From an optimization exercise on the open Yosys and OpenROAD flow, aimed at small area and a short achievable clock period; shortcuts taken in it are not production practice. RTL that was checked went through simulation tests only; none was proved equivalent to the original. The clock input has no modelled driver; a real chip could not lean on it and would need a root buffer or a full tree. Power and IR drop assume default switching activity.

== the baseline ==
==> flow/design.v <==
module FSM_out
(
    input             clk,
    input             reset_n,
    input             req,
    input             fifo_empty,
    input      [63:0] fifo_data,    
    output reg        remove,       
    output reg        load,         
    output reg        strobe_out,
    output reg        data_end,
    output reg  [7:0] data_out
);
reg [3:0] state;
reg       shift;
reg       hold;
reg [55:0] buf_q;
wire idle = (state == 4'd0);
wire start = idle && req && !fifo_empty;
always @(posedge clk)
begin
    if (!reset_n)
    begin
        state  <= 4'd0;
        remove <= 1'b0;
        load   <= 1'b0;
        shift  <= 1'b0;
        hold   <= 1'b1;
    end
    else
    begin
        if (idle)
            state <= start ? 4'd1 : 4'd0;
        else if (state == 4'd10)
            state <= 4'd0;
        else
            state <= state + 4'd1;
        remove <= start;
        load   <= (state == 4'd1);
        shift  <= (state >= 4'd2) && (state <= 4'd8);
        hold   <= !((state >= 4'd1) && (state <= 4'd8));
    end
end
always @(posedge clk)
    buf_q <= fifo_data[63:8] | ({56{shift}} & {8'd0, buf_q[55:8]});
wire [7:0] data_next = fifo_data[7:0] | ({8{shift}} & buf_q[7:0]) | ({8{hold}} & data_out);
always @(posedge clk)
begin
    if (!reset_n)
    begin
        strobe_out <= 1'b0;
        data_end   <= 1'b0;
        data_out   <= 8'd0;
    end
    else
    begin
        data_out <= data_next;
        if (load)
            strobe_out <= 1'b1;
        if (state == 4'd9)
            data_end <= 1'b1;
        else if (state == 4'd10)
        begin
            strobe_out <= 1'b0;
            data_end   <= 1'b0;
        end
    end
end
endmodule
module module_64_8
#(parameter width = 64, parameter depth = 8)
(
    input   clk,
    input   reset_n,
    input   strobe_in,
    input   [width-1:0] input_data,
    input   req_data,
    output  ready,
    output  data_end,
    output  strobe_out,
    output  [7:0] data_out,
    output  [$clog2(depth)-1:0] write_counter
);
localparam aw = $clog2(depth);
reg [width-1:0] mem [depth-1:0];
reg [depth-1:0] rd_ptr;
reg [depth-1:0] rd_sel;
reg [depth-1:0] wr_en;
reg [aw:0] count;
reg        empty;
wire full = count[aw];
wire write = strobe_in && !full;
wire remove;
wire load;
wire [depth-1:0] wr_ptr   = full ? rd_ptr : wr_en;
wire [depth-1:0] wr_ptr_w = {wr_ptr[depth-2:0], wr_ptr[depth-1]};
wire [aw:0] count_w  = remove ? count : count + 1'b1;
wire [aw:0] count_nw = remove ? count - 1'b1 : count;
wire        full_w   = (count_w == depth);
wire        full_nw  = (count_nw == depth);
wire        empty_nw = (count_nw == 0);
assign write_counter = count[aw-1:0];
assign ready = empty;
always @(posedge clk)
begin
    if (!reset_n)
    begin
        count <= 0;
        empty <= 1'b1;
        wr_en <= 1;
    end
    else if (write)
    begin
        count <= count_w;
        empty <= 1'b0;
        wr_en <= full_w ? {depth{1'b0}} : wr_ptr_w;
    end
    else
    begin
        count <= count_nw;
        empty <= empty_nw;
        wr_en <= full_nw ? {depth{1'b0}} : wr_ptr;
    end
end
always @(posedge clk)
begin
    if (!reset_n)
    begin
        rd_ptr <= 1;
        rd_sel <= 0;
    end
    else
    begin
        if (load)
            rd_ptr <= {rd_ptr[depth-2:0], rd_ptr[depth-1]};
        rd_sel <= remove ? rd_ptr : {depth{1'b0}};
    end
end
integer i;
always @(posedge clk)
begin
    for (i = 0; i < depth; i = i + 1)
        if (wr_en[i])
            mem[i] <= input_data;
end
reg [width-1:0] rd_data;
always @*
begin
    rd_data = 0;
    for (i = 0; i < depth; i = i + 1)
        rd_data = rd_data | ({width{rd_sel[i]}} & mem[i]);
end
FSM_out FSM_out_1
(
    .clk        (clk),
    .reset_n    (reset_n),
    .req        (req_data),
    .fifo_empty (empty),
    .fifo_data  (rd_data),
    .remove     (remove),
    .load       (load),
    .strobe_out (strobe_out),
    .data_end   (data_end),
    .data_out   (data_out)
);
endmodule
Settings: LEC_CHECK=0, CAP_MARGIN=20, CORE_MARGIN=2, CORE_UTILIZATION=60, SETUP_SLACK_MARGIN=3.4, SLEW_MARGIN=20; clock period 5.0 ns.
standard.sh (not shown) runs the stock make flow with config.mk's settings and CLKGATE_MAP_FILE= SYNTH_SCRIPT=/design/flow/synth_recipe.tcl, a recipe that flattens the netlist after the stock synthesis.
==> flow/flow/run.sh <==
#!/bin/bash
# The standard ORFS layout, with the port buffers made of buf_1 cells (instead of the
# delay cells buffer_ports picks by default), timing repair free to change a cell's
# footprint, a clock tree of about 20 flip-flops per leaf buffer, and the top of the
# clock tree reshaped after CTS (flow/clock_top.tcl).
set -euo pipefail
W=$(pwd)
bash standard.sh MATCH_CELL_FOOTPRINT=0 \
  "BUFFER_PORTS_ARGS=-buffer_cell sky130_fd_sc_hd__buf_1" \
  "CTS_ARGS=-sink_clustering_enable -repair_clock_nets -buf_list {sky130_fd_sc_hd__clkbuf_16} -sink_clustering_size 20 -sink_clustering_max_diameter 60 -dont_use_dummy_load" \
  "POST_CTS_TCL=$W/flow/clock_top.tcl" \
  finish > standard_flow.log 2>&1
Other scripts of this flow, unchanged in this note and not shown: flow/flow/clock_top.tcl
The baseline | status: complete | timing, DRC, antenna: pass
## Diff of input files: the candidate against the baseline
diff --git a/flow/design.v b/flow/design.v
--- a/flow/design.v
+++ b/flow/design.v
@@ -89,4 +89,5 @@
 reg [aw:0] count;
 reg        empty;
+reg        count_is7;
 wire full = count[aw];
 wire write = strobe_in && !full;
@@ -97,7 +98,9 @@
 wire [aw:0] count_w  = remove ? count : count + 1'b1;
 wire [aw:0] count_nw = remove ? count - 1'b1 : count;
-wire        full_w   = (count_w == depth);
 wire        full_nw  = (count_nw == depth);
 wire        empty_nw = (count_nw == 0);
+wire        count_is6 = (count == depth - 2);
+wire        is7_w    = remove ? count_is7 : count_is6;
+wire        is7_nw   = remove ? full : count_is7;
 assign write_counter = count[aw-1:0];
 assign ready = empty;
@@ -108,4 +111,5 @@
         count <= 0;
         empty <= 1'b1;
+        count_is7 <= 1'b0;
         wr_en <= 1;
     end
@@ -114,5 +118,6 @@
         count <= count_w;
         empty <= 1'b0;
-        wr_en <= full_w ? {depth{1'b0}} : wr_ptr_w;
+        count_is7 <= is7_w;
+        wr_en <= (count_is7 && !remove) ? {depth{1'b0}} : wr_ptr_w;
     end
     else
@@ -120,5 +125,6 @@
         count <= count_nw;
         empty <= empty_nw;
-        wr_en <= full_nw ? {depth{1'b0}} : wr_ptr;
+        count_is7 <= is7_nw;
+        wr_en <= wr_en | ({depth{full && remove}} & rd_ptr);
     end
 end
Results
From the baseline to the candidate the numbers moved as follows: cell area saw an increase, share of total power in the clock network saw an increase, clock period minus worst slack saw an increase.
| fraction of the mapped netlist area in compound gates | lower: the baseline |
The type of the worst setup path comes out primary input to flop in one run and flop to output pin in the other, namely in the candidate and the baseline respectively.
Required time of the critical path came out higher on the candidate than on the baseline.
In the tables for the baseline and the candidate, overall power after layout reads lower with the candidate.
Per the comparison of the candidate with the baseline, static leakage up 0.000093 uW; via count higher; worst endpoint data arrival time went up by 1.32 ns; sum of net half-perimeters after detailed placement moved down.
When the final numbers for the baseline and the candidate were put side by side, the maximum frequency from static timing analysis turned out to be greater in the baseline.
Of the baseline and the candidate, the run reporting the higher met1 layer usage reported by global route was the candidate.
Only the layout flow was run in the candidate; the RTL was not checked for function there. In every run of this note, the design's own scripts or RTL, not TritonCTS, make the clock network.


RTL: the design.v shown in full above, as it stands there.
clock: 5.0 ns
lec_check: 0
cap_margin: 20
core_margin: 2
core_utilization: 60
setup_slack_margin: 3.2
slew_margin: 20
==> flow/flow/run.sh <==
#!/bin/bash
# The standard ORFS layout, with the port buffers made of buf_1 cells (instead of the
# delay cells buffer_ports picks by default), timing repair free to change a cell's
# footprint, a clock tree of about 30 flip-flops per leaf buffer, and the top of the
# clock tree reshaped after CTS (flow/clock_top.tcl).
set -euo pipefail
W=$(pwd)
bash standard.sh MATCH_CELL_FOOTPRINT=0 \
  "BUFFER_PORTS_ARGS=-buffer_cell sky130_fd_sc_hd__buf_1" \
  "CTS_ARGS=-sink_clustering_enable -repair_clock_nets -buf_list {sky130_fd_sc_hd__clkbuf_16} -sink_clustering_size 30 -sink_clustering_max_diameter 80 -dont_use_dummy_load" \
  "POST_CTS_TCL=$W/flow/clock_top.tcl" \
  finish > standard_flow.log 2>&1
Other scripts of this flow, unchanged in this note and not shown: flow/flow/clock_top.tcl
==> next run, changes <==
--- a/flow/design.v
+++ b/flow/design.v
@@ -13,7 +13,6 @@
 );
 reg [3:0] state;
 reg       shift;
-reg       hold;
 reg [55:0] buf_q;
 wire idle = (state == 4'd0);
 wire start = idle && req && !fifo_empty;
@@ -25,7 +24,6 @@
         remove <= 1'b0;
         load   <= 1'b0;
         shift  <= 1'b0;
-        hold   <= 1'b1;
     end
     else
     begin
@@ -38,12 +36,10 @@
         remove <= start;
         load   <= (state == 4'd1);
         shift  <= (state >= 4'd2) && (state <= 4'd8);
-        hold   <= !((state >= 4'd1) && (state <= 4'd8));
     end
 end
 always @(posedge clk)
     buf_q <= fifo_data[63:8] | ({56{shift}} & {8'd0, buf_q[55:8]});
-wire [7:0] data_next = fifo_data[7:0] | ({8{shift}} & buf_q[7:0]) | ({8{hold}} & data_out);
 always @(posedge clk)
 begin
     if (!reset_n)
@@ -54,9 +50,13 @@
     end
     else
     begin
-        data_out <= data_next;
         if (load)
+        begin
             strobe_out <= 1'b1;
+            data_out   <= fifo_data[7:0];
+        end
+        else if (shift)
+            data_out <= buf_q[7:0];
         if (state == 4'd9)
             data_end <= 1'b1;
         else if (state == 4'd10)
Result: Cell count is about the same; worst setup slack got worse by 0.0052 ns; total power falls by 0.76%; final area is about the same; critical path depth stays the same; first-iteration DRC count came out lower by 7.2%; hold slack degrades by 0.0087 ns.


Starts from the design.v that is shown in full above.
Settings: LEC_CHECK=0, CAP_MARGIN=20, CORE_MARGIN=2, CORE_UTILIZATION=60, SETUP_SLACK_MARGIN=3.4, SLEW_MARGIN=20; clock period 5.0 ns.
Scripts as last shown in full above: flow/flow/run.sh
Other scripts of this flow, unchanged in this note and not shown: flow/flow/clock_top.tcl
The first run passed the timing, DRC and antenna checks.
Edit:
--- a/flow/design.v
+++ b/flow/design.v
@@ -87,40 +87,52 @@
 reg [depth-1:0] rd_sel;
 reg [depth-1:0] wr_en;
 reg [aw:0] count;
 reg        empty;
+reg        count_is1;
+reg        count_is7;
 wire full = count[aw];
 wire write = strobe_in && !full;
 wire remove;
 wire load;
-wire [depth-1:0] wr_ptr   = full ? rd_ptr : wr_en;
-wire [depth-1:0] wr_ptr_w = {wr_ptr[depth-2:0], wr_ptr[depth-1]};
+wire count_is6 = (count == depth - 2);
+wire count_is2 = (count == 2);
 wire [aw:0] count_w  = remove ? count : count + 1'b1;
 wire [aw:0] count_nw = remove ? count - 1'b1 : count;
-wire        full_w   = (count_w == depth);
-wire        full_nw  = (count_nw == depth);
-wire        empty_nw = (count_nw == 0);
+wire        empty_nw = remove ? count_is1 : empty;
+wire        is1_w    = remove ? count_is1 : empty;
+wire        is1_nw   = remove ? count_is2 : count_is1;
+wire        is7_w    = remove ? count_is7 : count_is6;
+wire        is7_nw   = remove ? full : count_is7;
+wire [depth-1:0] wr_en_w  = (count_is7 && !remove) ? {depth{1'b0}} : {wr_en[depth-2:0], wr_en[depth-1]};
+wire [depth-1:0] wr_en_nw = wr_en | ({depth{full && remove}} & rd_ptr);
 assign write_counter = count[aw-1:0];
 assign ready = empty;
 always @(posedge clk)
 begin
     if (!reset_n)
     begin
-        count <= 0;
-        empty <= 1'b1;
-        wr_en <= 1;
+        count     <= 0;
+        empty     <= 1'b1;
+        count_is1 <= 1'b0;
+        count_is7 <= 1'b0;
+        wr_en     <= 1;
     end
     else if (write)
     begin
-        count <= count_w;
-        empty <= 1'b0;
-        wr_en <= full_w ? {depth{1'b0}} : wr_ptr_w;
+        count     <= count_w;
+        empty     <= 1'b0;
+        count_is1 <= is1_w;
+        count_is7 <= is7_w;
+        wr_en     <= wr_en_w;
     end
     else
     begin
-        count <= count_nw;
-        empty <= empty_nw;
-        wr_en <= full_nw ? {depth{1'b0}} : wr_ptr;
+        count     <= count_nw;
+        empty     <= empty_nw;
+        count_is1 <= is1_nw;
+        count_is7 <= is7_nw;
+        wr_en     <= wr_en_nw;
     end
 end
 always @(posedge clk)
 begin
The changed run produced a clean layout. Setup slack gets worse by 0.13 ns. Routed wire length rose by 4.9%. Critical path depth rose by 1. Die area rose by 1.8%. Power rose by 1.9%. Via count rose by 1.1%. Combinational power rose by 23%.
The RTL of the second run of this note was laid out without a check of its function. No run of this note takes its clock network from TritonCTS; it comes from the design's own scripts or RTL.


rev 12:
module_64_8, a different RTL version from the one above (not shown whole).
Size in the first run: about 1200 cells after synthesis, about 600 flip-flops, ~82 I/O pins.
==> module module_64_8, before the edit <==
module module_64_8
#(parameter width = 64, parameter depth = 8)
(
    input   clk,
    input   reset_n,
    input   strobe_in,
    input   [width-1:0] input_data,
    input   req_data,
    output  ready,
    output  data_end,
    output  strobe_out,
    output  [7:0] data_out,
    output  [$clog2(depth)-1:0] write_counter
);
reg [width-1:0] mem [depth-1:0];
reg [depth-1:0] wr_ptr;
reg [depth-1:0] rd_ptr;
reg [$clog2(depth):0] count;
reg                   empty;
wire full = count[$clog2(depth)];
wire write = strobe_in && !full;
wire remove;
wire load;
wire [$clog2(depth):0] count_next = count + {{$clog2(depth){1'b0}}, write} - {{$clog2(depth){1'b0}}, remove};
assign write_counter = count[$clog2(depth)-1:0];
assign ready = empty;
always @(posedge clk)
begin
    if (!reset_n)
    begin
        count <= 0;
        empty <= 1'b1;
        wr_ptr <= 1;
    end
    else
    begin
        count <= count_next;
        empty <= (count_next == 0);
        if (write)
            wr_ptr <= {wr_ptr[depth-2:0], wr_ptr[depth-1]};
    end
end
always @(posedge clk)
begin
    if (!reset_n)
        rd_ptr <= 1;
    else if (load)
        rd_ptr <= {rd_ptr[depth-2:0], rd_ptr[depth-1]};
end
integer i;
always @(posedge clk)
begin
    for (i = 0; i < depth; i = i + 1)
        if (write && wr_ptr[i])
            mem[i] <= input_data;
end
reg [width-1:0] rd_data;
always @*
begin
    rd_data = 0;
    for (i = 0; i < depth; i = i + 1)
        rd_data = rd_data | ({width{load && rd_ptr[i]}} & mem[i]);
end
FSM_out FSM_out_1
(
    .clk        (clk),
    .reset_n    (reset_n),
    .req        (req_data),
    .fifo_empty (empty),
    .fifo_data  (rd_data),
    .remove     (remove),
    .load       (load),
    .strobe_out (strobe_out),
    .data_end   (data_end),
    .data_out   (data_out)
);
endmodule
==> flow/config.mk <==
export PLATFORM = sky130hd
export DESIGN_NAME = module_64_8
export DESIGN_NICKNAME = module_64_8
export VERILOG_FILES = /design/flow/design.v
export SDC_FILE = /design/flow/constraint.sdc
export NUM_CORES = 4
export LEC_CHECK = 0
export CAP_MARGIN = 20
export CORE_MARGIN = 2
export CORE_UTILIZATION = 50
export CTS_BUF_LIST = sky130_fd_sc_hd__clkbuf_4 sky130_fd_sc_hd__clkbuf_8
export SETUP_SLACK_MARGIN = 2.5
export SLEW_MARGIN = 20
==> flow/constraint.sdc <==
create_clock -name core_clock -period 5.0 [get_ports {clk}]
set_input_delay 1.0000 -clock core_clock [delete_from_list [all_inputs] [get_ports {clk}]]
set_output_delay 1.0000 -clock core_clock [all_outputs]
set_load 0.01 [all_outputs]
run.sh (not shown) runs the stock make flow with config.mk's settings and CLKGATE_MAP_FILE= SYNTH_SCRIPT=/design/flow/synth_recipe.tcl, a recipe that flattens the netlist after the stock synthesis.
Stock flow here: none of the scripts above is used.
[inputs] rev 13 vs rev 12
--- a/flow/design.v
+++ b/flow/design.v
@@ -68,38 +68,52 @@
     output  ready,
     output  data_end,
     output  strobe_out,
     output  [7:0] data_out,
     output  [$clog2(depth)-1:0] write_counter
 );
+localparam aw = $clog2(depth);
 reg [width-1:0] mem [depth-1:0];
 reg [depth-1:0] wr_ptr;
 reg [depth-1:0] rd_ptr;
-reg [$clog2(depth):0] count;
-reg                   empty;
-wire full = count[$clog2(depth)];
+reg [depth-1:0] wr_en;
+reg [aw:0] count;
+reg        empty;
+wire full = count[aw];
 wire write = strobe_in && !full;
 wire remove;
 wire load;
-wire [$clog2(depth):0] count_next = count + {{$clog2(depth){1'b0}}, write} - {{$clog2(depth){1'b0}}, remove};
-assign write_counter = count[$clog2(depth)-1:0];
+wire [aw:0]    count_w  = remove ? count : count + 1'b1;
+wire [aw:0]    count_nw = remove ? count - 1'b1 : count;
+wire [depth-1:0] wr_ptr_w = {wr_ptr[depth-2:0], wr_ptr[depth-1]};
+wire           full_w   = (count_w == depth);
+wire           full_nw  = (count_nw == depth);
+wire           empty_nw = (count_nw == 0);
+assign write_counter = count[aw-1:0];
 assign ready = empty;
 always @(posedge clk)
 begin
     if (!reset_n)
     begin
-        count <= 0;
-        empty <= 1'b1;
+        count  <= 0;
+        empty  <= 1'b1;
         wr_ptr <= 1;
+        wr_en  <= 1;
+    end
+    else if (write)
+    begin
+        count  <= count_w;
+        empty  <= 1'b0;
+        wr_ptr <= wr_ptr_w;
+        wr_en  <= full_w ? {depth{1'b0}} : wr_ptr_w;
     end
     else
     begin
-        count <= count_next;
-        empty <= (count_next == 0);
-        if (write)
-            wr_ptr <= {wr_ptr[depth-2:0], wr_ptr[depth-1]};
+        count  <= count_nw;
+        empty  <= empty_nw;
+        wr_en  <= full_nw ? {depth{1'b0}} : wr_ptr;
     end
 end
 always @(posedge clk)
 begin
     if (!reset_n)
         rd_ptr <= 1;
@@ -107,13 +121,13 @@
         rd_ptr <= {rd_ptr[depth-2:0], rd_ptr[depth-1]};
 end
 integer i;
 always @(posedge clk)
 begin
     for (i = 0; i < depth; i = i + 1)
-        if (write && wr_ptr[i])
+        if (wr_en[i])
             mem[i] <= input_data;
 end
 reg [width-1:0] rd_data;
 always @*
 begin
     rd_data = 0;
## What came out
Relative to rev 12, the effective utilization at floorplan of rev 13 is higher by 0.20 points. Comparing the two runs side by side, rev 13 comes out behind rev 12 on wire length after detailed routing. Rev 13 ends up with lower total number of cells along the worst setup path than rev 12 does. From rev 12 to rev 13 the numbers moved as follows: global-route wire length before repair saw an increase, clock-buffer cell count saw a decrease. Any difference in global routing met2 resource utilization between rev 12 and rev 13 is small enough to ignore. Clock network fraction of design power: rev 13 vs rev 12 up 1.3 points. The higher final standard cell utilization of the core of rev 12 and rev 13 is in rev 12. Status: multiplexer share of the synthesized area parity (rev 13, rev 12). NOTE: placer congestion estimate in rev 13 exceeds that of rev 12. Going from rev 12 to rev 13, post-route minimum period shrinks by 0.29 ns. Number of multi-input combinational cells sits higher in rev 13 than in rev 12.
Only the layout flow was run in rev 13; the RTL was not checked for function there.

[static timing again, ports no longer ideal]
The flow's constraints put no driver on any port. The routed layouts listed below were extracted and timed again, unchanged, in two steps.
Step 1 assumes that a clkbuf_16 drives the clock port and a buf_2 every other input.
Step 2 times the ports against the registers' clock, not the clock port: input delays grow and output delays shrink by t, the midpoint of the rising clock arrivals with the driver on.
a / b / c = no drivers / after step 1 / after step 2; a / b = the first two.
run	t (ns)	setup slack, ns	clock arrival spread, ns	slew at the worst register clock pin (ns)	pins driven straight from the clock port
the baseline	0.461	3.273 / 3.036 / 3.079	0.049 / 0.051	0.08 / 0.09	4
the candidate	0.485	3.058 / 3.019 / 2.762	0.043 / 0.044	0.08 / 0.09	4
the first run of note 2	0.461	3.167 / 3.049 / 2.843	0.029 / 0.029	0.11 / 0.11	4
the second run of note 2	0.458	3.162 / 3.049 / 3.000	0.050 / 0.050	0.11 / 0.11	4
the first run of note 3	0.488	3.247 / 3.013 / 3.069	0.045 / 0.045	0.08 / 0.08	4
the second run of note 3	0.493	3.116 / 3.006 / 2.815	0.043 / 0.044	0.08 / 0.08	4
rev 12	0.682	2.398 / 2.421 / 1.738	0.035 / 0.035	0.07 / 0.07	1
rev 13	0.695	2.685 / 2.634 / 2.070	0.026 / 0.025	0.07 / 0.07	1
After both steps setup and hold are still met in every run listed. The setup slack of rev 12, which loses most, moves by +0.023 ns with the drivers and by -0.660 ns with both steps.
